From an optimization exercise on the open Yosys and OpenROAD flow, aimed at small area, a short achievable clock period and few clock cycles per item; shortcuts taken in it are not production practice. For this run, only the layout was checked, not whether the RTL still works.

--- run.sh ---
#!/bin/bash
# synth_recipe.tcl (not shown) runs the flow's synth.tcl, then flattens the netlist and writes it again
# the make line also repeats each setting of config.mk as NAME=value (left out here)
make -C /OpenROAD-flow-scripts/flow DESIGN_CONFIG=/design/flow/config.mk WORK_HOME=/design/flow/orfs CLKGATE_MAP_FILE= SYNTH_SCRIPT=/design/flow/synth_recipe.tcl finish
--- config.mk ---
export PLATFORM = sky130hd
export DESIGN_NAME = cordic_magphase
export DESIGN_NICKNAME = cordic_magphase
export VERILOG_FILES = /design/flow/design.v
export SDC_FILE = /design/flow/constraint.sdc
export NUM_CORES = 4
export LEC_CHECK = 0
export CAP_MARGIN = 20
export CORE_MARGIN = 2
export CORE_UTILIZATION = 40
export SLEW_MARGIN = 20
--- constraint.sdc ---
create_clock -name core_clock -period 20.0 [get_ports {clk}]
set_input_delay 4.0000 -clock core_clock [delete_from_list [all_inputs] [get_ports {clk}]]
set_output_delay 4.0000 -clock core_clock [all_outputs]
set_load 0.01 [all_outputs]
--- design.v ---
module cordic_magphase (
    input  wire        clk,
    input  wire        rst_n,
    input  wire        start,
    input  wire [15:0] x_in,
    input  wire [15:0] y_in,
    output reg         busy,
    output reg         done,
    output wire [31:0] magnitude,
    output wire [31:0] phase
);
    reg [3:0] cnt;
    reg [16:0] xr;                   
    reg signed [16:0] yr;
    reg signed [31:0] zr;            
    reg cneg, cpos;                  
    reg [15:0] mag_r;
    reg [30:0] ph_r;
    assign magnitude = {2'b00, mag_r, 14'b0};
    assign phase = {ph_r[30], ph_r};
    wire xneg = x_in[15];
    wire [16:0] xa = xneg ? -{x_in[15], x_in} : {x_in[15], x_in};
    wire signed [16:0] ya = xneg ? -{y_in[15], y_in} : {y_in[15], y_in};
    wire last = (cnt == 7);
    wire post = (cnt == 8);
    wire [16:0] xs0;
    wire signed [16:0] ys0;
    reg  [16:0] xsh0;
    reg  signed [16:0] ysh0;
    always @* begin
        case (cnt)
        0: begin xsh0 = xr >> 0; ysh0 = yr >>> 0; end
        1: begin xsh0 = xr >> 2; ysh0 = yr >>> 2; end
        2: begin xsh0 = xr >> 4; ysh0 = yr >>> 4; end
        3: begin xsh0 = xr >> 6; ysh0 = yr >>> 6; end
        4: begin xsh0 = xr >> 8; ysh0 = yr >>> 8; end
        5: begin xsh0 = xr >> 10; ysh0 = {17{yr[16]}}; end
        6: begin xsh0 = xr >> 12; ysh0 = {17{yr[16]}}; end
        7: begin xsh0 = xr >> 14; ysh0 = {17{yr[16]}}; end
        default: begin xsh0 = 17'bx; ysh0 = 17'bx; end
        endcase
    end
    wire d0 = ~yr[16];    
    assign xs0 = d0 ? xr + ysh0 : xr - ysh0;
    assign ys0 = d0 ? yr - xsh0 : yr + xsh0;
    wire [16:0] xs1;
    wire signed [16:0] ys1;
    reg  [16:0] xsh1;
    reg  signed [16:0] ysh1;
    always @* begin
        case (cnt)
        0: begin xsh1 = xs0 >> 1; ysh1 = ys0 >>> 1; end
        1: begin xsh1 = xs0 >> 3; ysh1 = ys0 >>> 3; end
        2: begin xsh1 = xs0 >> 5; ysh1 = ys0 >>> 5; end
        3: begin xsh1 = xs0 >> 7; ysh1 = ys0 >>> 7; end
        4: begin xsh1 = xs0 >> 9; ysh1 = {17{ys0[16]}}; end
        5: begin xsh1 = xs0 >> 11; ysh1 = {17{ys0[16]}}; end
        6: begin xsh1 = xs0 >> 13; ysh1 = {17{ys0[16]}}; end
        7: begin xsh1 = xs0 >> 15; ysh1 = {17{ys0[16]}}; end
        default: begin xsh1 = 17'bx; ysh1 = 17'bx; end
        endcase
    end
    wire d1 = ~ys0[16];    
    wire [16:0] xadd1 = last ? {12'd0, xtail} : ysh1;
    assign xs1 = (d1 | last) ? xs0 + xadd1 : xs0 - ysh1;
    assign ys1 = d1 ? ys0 - xsh1 : ys0 + xsh1;
    wire [16:0] nx14 = xr;
    wire signed [7:0] ny14 = yr[7:0];
    wire nn14 = ny14[7];
    wire [16:0] nxs14 = nx14 >> 14;
    wire signed [7:0] ny15 = nn14 ? ny14 + $signed({1'b0, nxs14[6:0]}) : ny14 - $signed({1'b0, nxs14[6:0]});
    wire [16:0] nx15 = nx14 + nn14;
    wire nn15 = ny15[7];
    wire [16:0] nxs15 = nx15 >> 15;
    wire signed [7:0] ny16 = nn15 ? ny15 + $signed({1'b0, nxs15[6:0]}) : ny15 - $signed({1'b0, nxs15[6:0]});
    wire [16:0] nx16 = nx15 + nn15;
    wire nn16 = ny16[7];
    wire [16:0] nxs16 = nx16 >> 16;
    wire signed [7:0] ny17 = nn16 ? ny16 + $signed({1'b0, nxs16[6:0]}) : ny16 - $signed({1'b0, nxs16[6:0]});
    wire [16:0] nx17 = nx16 + nn16;
    wire nn17 = ny17[7];
    wire [4:0] xtail = {4'd0, nn15} + {4'd0, nn16} + (nn17 ? 5'd15 : 5'd0);
    reg signed [31:0] zt;
    always @* begin
        zt = 32'sd0;
        case (cnt)
        0: case ({cneg, cpos, d0, d1})
            4'd0: zt = 32'hEC03E895;
            4'd1: zt = 32'hFADA1C17;
            4'd2: zt = 32'h0525E3E9;
            4'd3: zt = 32'h13FC176B;
            4'd4: zt = 32'h1E47DF3D;
            4'd5: zt = 32'h2D1E12BF;
            4'd6: zt = 32'h3769DA91;
            4'd7: zt = 32'h46400E13;
            4'd8: zt = 32'hB9BFF1ED;
            4'd9: zt = 32'hC896256F;
            4'd10: zt = 32'hD2E1ED41;
            4'd11: zt = 32'hE1B820C3;
            default: zt = 32'bx;
            endcase
        1: case ({d0, d1})
            2'd0: zt = 32'hFA173598;
            2'd1: zt = 32'hFE11ECEA;
            2'd2: zt = 32'h01EE1316;
            2'd3: zt = 32'h05E8CA68;
            default: zt = 32'bx;
            endcase
        2: case ({d0, d1})
            2'd0: zt = 32'hFE805FC5;
            2'd1: zt = 32'hFF804A7B;
            2'd2: zt = 32'h007FB585;
            2'd3: zt = 32'h017FA03B;
            default: zt = 32'bx;
            endcase
        3: case ({d0, d1})
            2'd0: zt = 32'hFFA0017E;
            2'd1: zt = 32'hFFE00132;
            2'd2: zt = 32'h001FFECE;
            2'd3: zt = 32'h005FFE82;
            default: zt = 32'bx;
            endcase
        4: case ({d0, d1})
            2'd0: zt = 32'hFFE80012;
            2'd1: zt = 32'hFFF80010;
            2'd2: zt = 32'h0007FFF0;
            2'd3: zt = 32'h0017FFEE;
            default: zt = 32'bx;
            endcase
        5: case ({d0, d1})
            2'd0: zt = 32'hFFFA0002;
            2'd1: zt = 32'hFFFE0000;
            2'd2: zt = 32'h00020000;
            2'd3: zt = 32'h0005FFFE;
            default: zt = 32'bx;
            endcase
        6: case ({d0, d1})
            2'd0: zt = 32'hFFFE8002;
            2'd1: zt = 32'hFFFF8000;
            2'd2: zt = 32'h00008000;
            2'd3: zt = 32'h00017FFE;
            default: zt = 32'bx;
            endcase
        7: case ({d0, d1, ~nn16, ~nn17})
            4'd0: zt = 32'hFFFF8010;
            4'd1: zt = 32'hFFFF9FF6;
            4'd2: zt = 32'hFFFFA00E;
            4'd3: zt = 32'hFFFFBFF4;
            4'd4: zt = 32'hFFFFC00E;
            4'd5: zt = 32'hFFFFDFF4;
            4'd6: zt = 32'hFFFFE00C;
            4'd7: zt = 32'hFFFFFFF2;
            4'd8: zt = 32'h0000000E;
            4'd9: zt = 32'h00001FF4;
            4'd10: zt = 32'h0000200C;
            4'd11: zt = 32'h00003FF2;
            4'd12: zt = 32'h0000400C;
            4'd13: zt = 32'h00005FF2;
            4'd14: zt = 32'h0000600A;
            4'd15: zt = 32'h00007FF0;
            default: zt = 32'bx;
            endcase
        default: begin
            if (zr > 32'sh3243F6A8) zt = 32'h9B7812AF;
            else if (zr < -32'sh3243F6A8) zt = 32'h6487ED51;
            else zt = 32'd0;
        end
        endcase
    end
    wire signed [31:0] zb = (cnt == 0) ? 32'sd0 : zr;
    wire signed [31:0] zs = zb + zt;
    wire [39:0] prod = xr * 22'd2540625;
    always @(posedge clk or negedge rst_n) begin
        if (!rst_n) begin
            busy <= 1'b0;
            done <= 1'b0;
            cnt  <= 0;
        end else if (!busy) begin
            busy <= start;
            done <= 1'b0;
            cnt  <= 0;
        end else begin
            cnt  <= cnt + 1'b1;
            busy <= !post;
            done <= post;
        end
    end
    always @(posedge clk) begin
        if (!busy) begin
            xr   <= xa;
            yr   <= ya;
            cneg <= xneg & ya[16];
            cpos <= xneg & ~ya[16];
        end else begin
            xr <= xs1;
            yr <= ys1;
        end
        zr <= zs;
        if (busy && post) begin
            mag_r <= prod[37:22];
            ph_r  <= zs[30:0];
        end
    end
endmodule
==> summary.md <==
| Metric | Value |
|---|---|
| Status | finished clean |
| Final ANT Viol Nets | 0 |
| Met2 Routed Length | 29400 um |
| Die Ht | 227 um |
| # setup viols final | 0 |
| RSZ-0062 raised after global routing | no |
| GPL Wtd Cong | 0.983 |
| Root Buffer | clkbuf_16 |
| Max incr delay on CP | 850 ps |
| Final net count | 2895 |
| 1st-iter DRT viols | 1814 |
| Post-Syn Instances | 2432 |
| Crit. End Element | register |
| Slew margin rel. | 0.343 |
| Max Clk Rate | 83.5 MHz |
| Critical Path AT | 12210 ps |
| Vias per cell | 5.96 |
| Post_cts resized | 0 |
| Post-synth EDFFs | 49 |
| Post-Synth Adder-Cell Area | 0.280 |
| # IOs | 101 |
| Area of the mapped netlist | 0.0198 mm2 |
| Grt total ovfl | 0 |
| Vias | 18.8k |
| Clock Latency Late Sink | 500 ps |
| Most frequent cell after synthesis | ha_1 |
| Required @ worst endpoint | 20240 ps |
| Initial DRT Pass Iterations | 9 |
| Buffers added on ports | 84 |
| Synth top area cells | ha_1 (19%), fa_1 (8.9%), edfxtp_1 (7.4%) |
| Post-synthesis sequential area ratio | 0.149 |
| M1 WL | 29600 um |
| Number of global-route vias before repair | 18.2k |
| Cts hold-fix bufs | 0 |
| Starting Density | 0.405 |
| Synth area leader | ha_1 |
| Longest Clk Path Bufs | 2 |
| Compound-cell area share of the yosys netlist | 0.240 |
| Ant diodes | 0 |
| Max-slew violations | 0 |
| Clock sinks | 121 |
| Multiplexer area fraction after synthesis | 0.00524 |
| Flip-flop and latch count after synthesis | 121 |
| Cell row count | 81 |
| Die width | 227 um |
| Post-CTS setup buffer count | 0 |
| Share of cells above drive strength 1 | 0.0507 |
| Antenna violations before repair | 0 |
| Final worst path period need | 11970 ps |
| Hold slack | 524 ps |
| Synth Area in Simple Gates | 0.181 |
| Post-Synth XOR/XNOR Area | 0.0781 |
| Syn avg cell area | 8.15 um2 |
| CTS buffer count | 17 |
| Main combinational cell family by area after synthesis | adder cells |
| Met3 Wirelength | 4830 um |
| Max-Cap Viols | 0 |
| Most used cell, CP | ha_1 |
| Worst Hold Class | register to register |
| Crit path max-delay cell type | dfxtp_1 |
| Top layer in use | met4 |
| Startpoint Class | register |
| Count of different cell masters after synthesis | 102 |
| Total global-route track usage | 0.260 |
| Worst-path fanout max | 17 |
| Die ar. | 0.0513 mm2 |
| Area Overhead vs Synth | 10.6% |
| First-pass GRT wire length | 103000 um |
| Post-synth top cells | ha_1 (301), inv_1 (206), nor2_1 (184) |
| Final setup margin | 8030 ps |
| Endpoints failing hold | 0 |
| Yosys top cell area share | 0.190 |
| Worst-margin pin slew | 977 ps |
| Wire per inst | 21.0 um |
| Non-filler cells, final | 3148 |
| Largest net degree at the start of global routing | 64 |
| Clock transition at path regs | 60 ps |
| Async S/R FF share, synth | 0.0496 |
| Post-Route WL | 66200 um |
| Total core area | 0.0490 mm2 |
| Final Cycle Share | 0.598 |
| Post-Place Cells | 3116 |
| H-tree depth | 4 |
| Pre-CTS setup slack | 8230 ps |
| Final Util | 0.448 |
| Setup tns final | 0 ps |
| Post-DP HPWL | 51700 um |
| WS Path Type | register to register |
| Final Skew | 17.1 ps |
| Synthesis Warnings | 1 |
| Ys flop type | dfxtp_1 |
| CTS tree | yes |
| DRC Markers | 0 |
## worst max-delay path: cells and delay by family (launching register included)
kind	cells	cell delay, ps
xor+xnor	1	90
flops	1	850
mux	1	280
fa+ha+maj	7	1860
buf+inv	2	670
compound gates	24	5750
simple gates	10	2170
## cell type report
cell class	count	area (um2)
Fill cell	4786	27000
Multi-Input combinational cell	1998	15600
Tap cell	664	831
Clock inverter	10	115
Timing Repair Buffer	126	1160
Sequential cell	121	2940
Clock buffer	22	475
Inverter	207	777
## cells in the final DEF, fill, tap and decap left out, drive strengths merged, types with 25 or more instances in the layout
| master | synthesis | routed |
|---|---|---|
| nand2 | 159 | 159 |
| buf | 42 | 42 |
| a21o | 34 | 34 |
| a21oi | 165 | 165 |
| inv | 206 | 207 |
| a31oi | 37 | 37 |
| o21ai | 149 | 149 |
| and2 | 53 | 53 |
| ha | 301 | 301 |
| a211oi | 26 | 26 |
| o21a | 26 | 26 |
| dfxtp | 66 | 66 |
| nand3 | 50 | 50 |
| fa | 88 | 88 |
| a221oi | 29 | 29 |
| nor2 | 184 | 184 |
| xor2 | 51 | 51 |
| nor3 | 60 | 60 |
| edfxtp | 49 | 49 |
| clkdlybuf4s50 | 0 | 84 |
| and3 | 29 | 29 |
| xnor2 | 123 | 123 |
| nand2b | 25 | 25 |
## stage by stage
step / cell area [um2]
4_1_cts: 21900
5_1_grt: 21900
2_1_floorplan: 19900
3_5_place_dp: 21300
6_report: 21900
3_3_place_gp: 21300
## registers in the layout (all words and copies together) (netlist names)
signal,count
cpos,1
busy,1
done,1
zr,32
yr,17
xr,17
cneg,1
mag_r,16
ph_r,31
cnt,4
## cell families (layout without fill, tap and decap cells)
logic type / count (synthesis) / after routing
XOR/XNOR: 175 / 175
other: 1 / 16
AO/OA/AOI/OAI: 699 / 699
flip-flops: 121 / 121
buffers and inverters: 328 / 365
AND/OR/NAND/NOR: 708 / 708
adder cells (fa/ha/maj): 390 / 390
multiplexers: 10 / 10
## path summary, 6_finish.rpt
kind / startpoint / end / slack, ps / cells past startpoint
max: xr[14] / ph_r[30] / 8030 / 45
min: cnt[0] / cnt[0] / 520 / 1
min in group asynchronous: rst_n / cnt[0] / 3770 / 1
min reg2reg: cnt[0] / cnt[0] / 520 / 1
max in group asynchronous: rst_n / cnt[3] / 15990 / 1
max reg2reg: xr[14] / ph_r[30] / 8030 / 45
## layer usage
layer  global-route usage  up-vias
met5                    0        -
met4                0.105        0
met3               0.0498      134
met2                0.409      750
met1                0.351     8958
li1                     -     8918

==> separate check: timing with driven ports <==
The results above use ideal ports. As a check the final layout listed here was re-extracted and re-timed, cells and wires unchanged. Step 1 sets driving cells, clkbuf_16 on the clock port and buf_2 on the other inputs (assumed; they add their load-dependent delay and slew). Step 2, shift: input delay + t, output delay - t, t = (earliest + latest rising clock arrival at the registers) / 2. This alone moves slack from input paths to output paths. a / b / c = no drivers / after step 1 / after step 2; a / b = the first two.
shift t [ns]: 0.552
setup slack, ns: 8.031 / 8.031 / 8.031
hold WS [ns]: 0.524 / 0.524 / 0.524
worst data-port slew with drivers (ns): 0.05
cell pins on the clock port's net: 1
After both steps setup and hold are still met in this run. For this run, drivers alone change the setup slack by 0.000 ns; drivers and shift together by 0.000 ns.
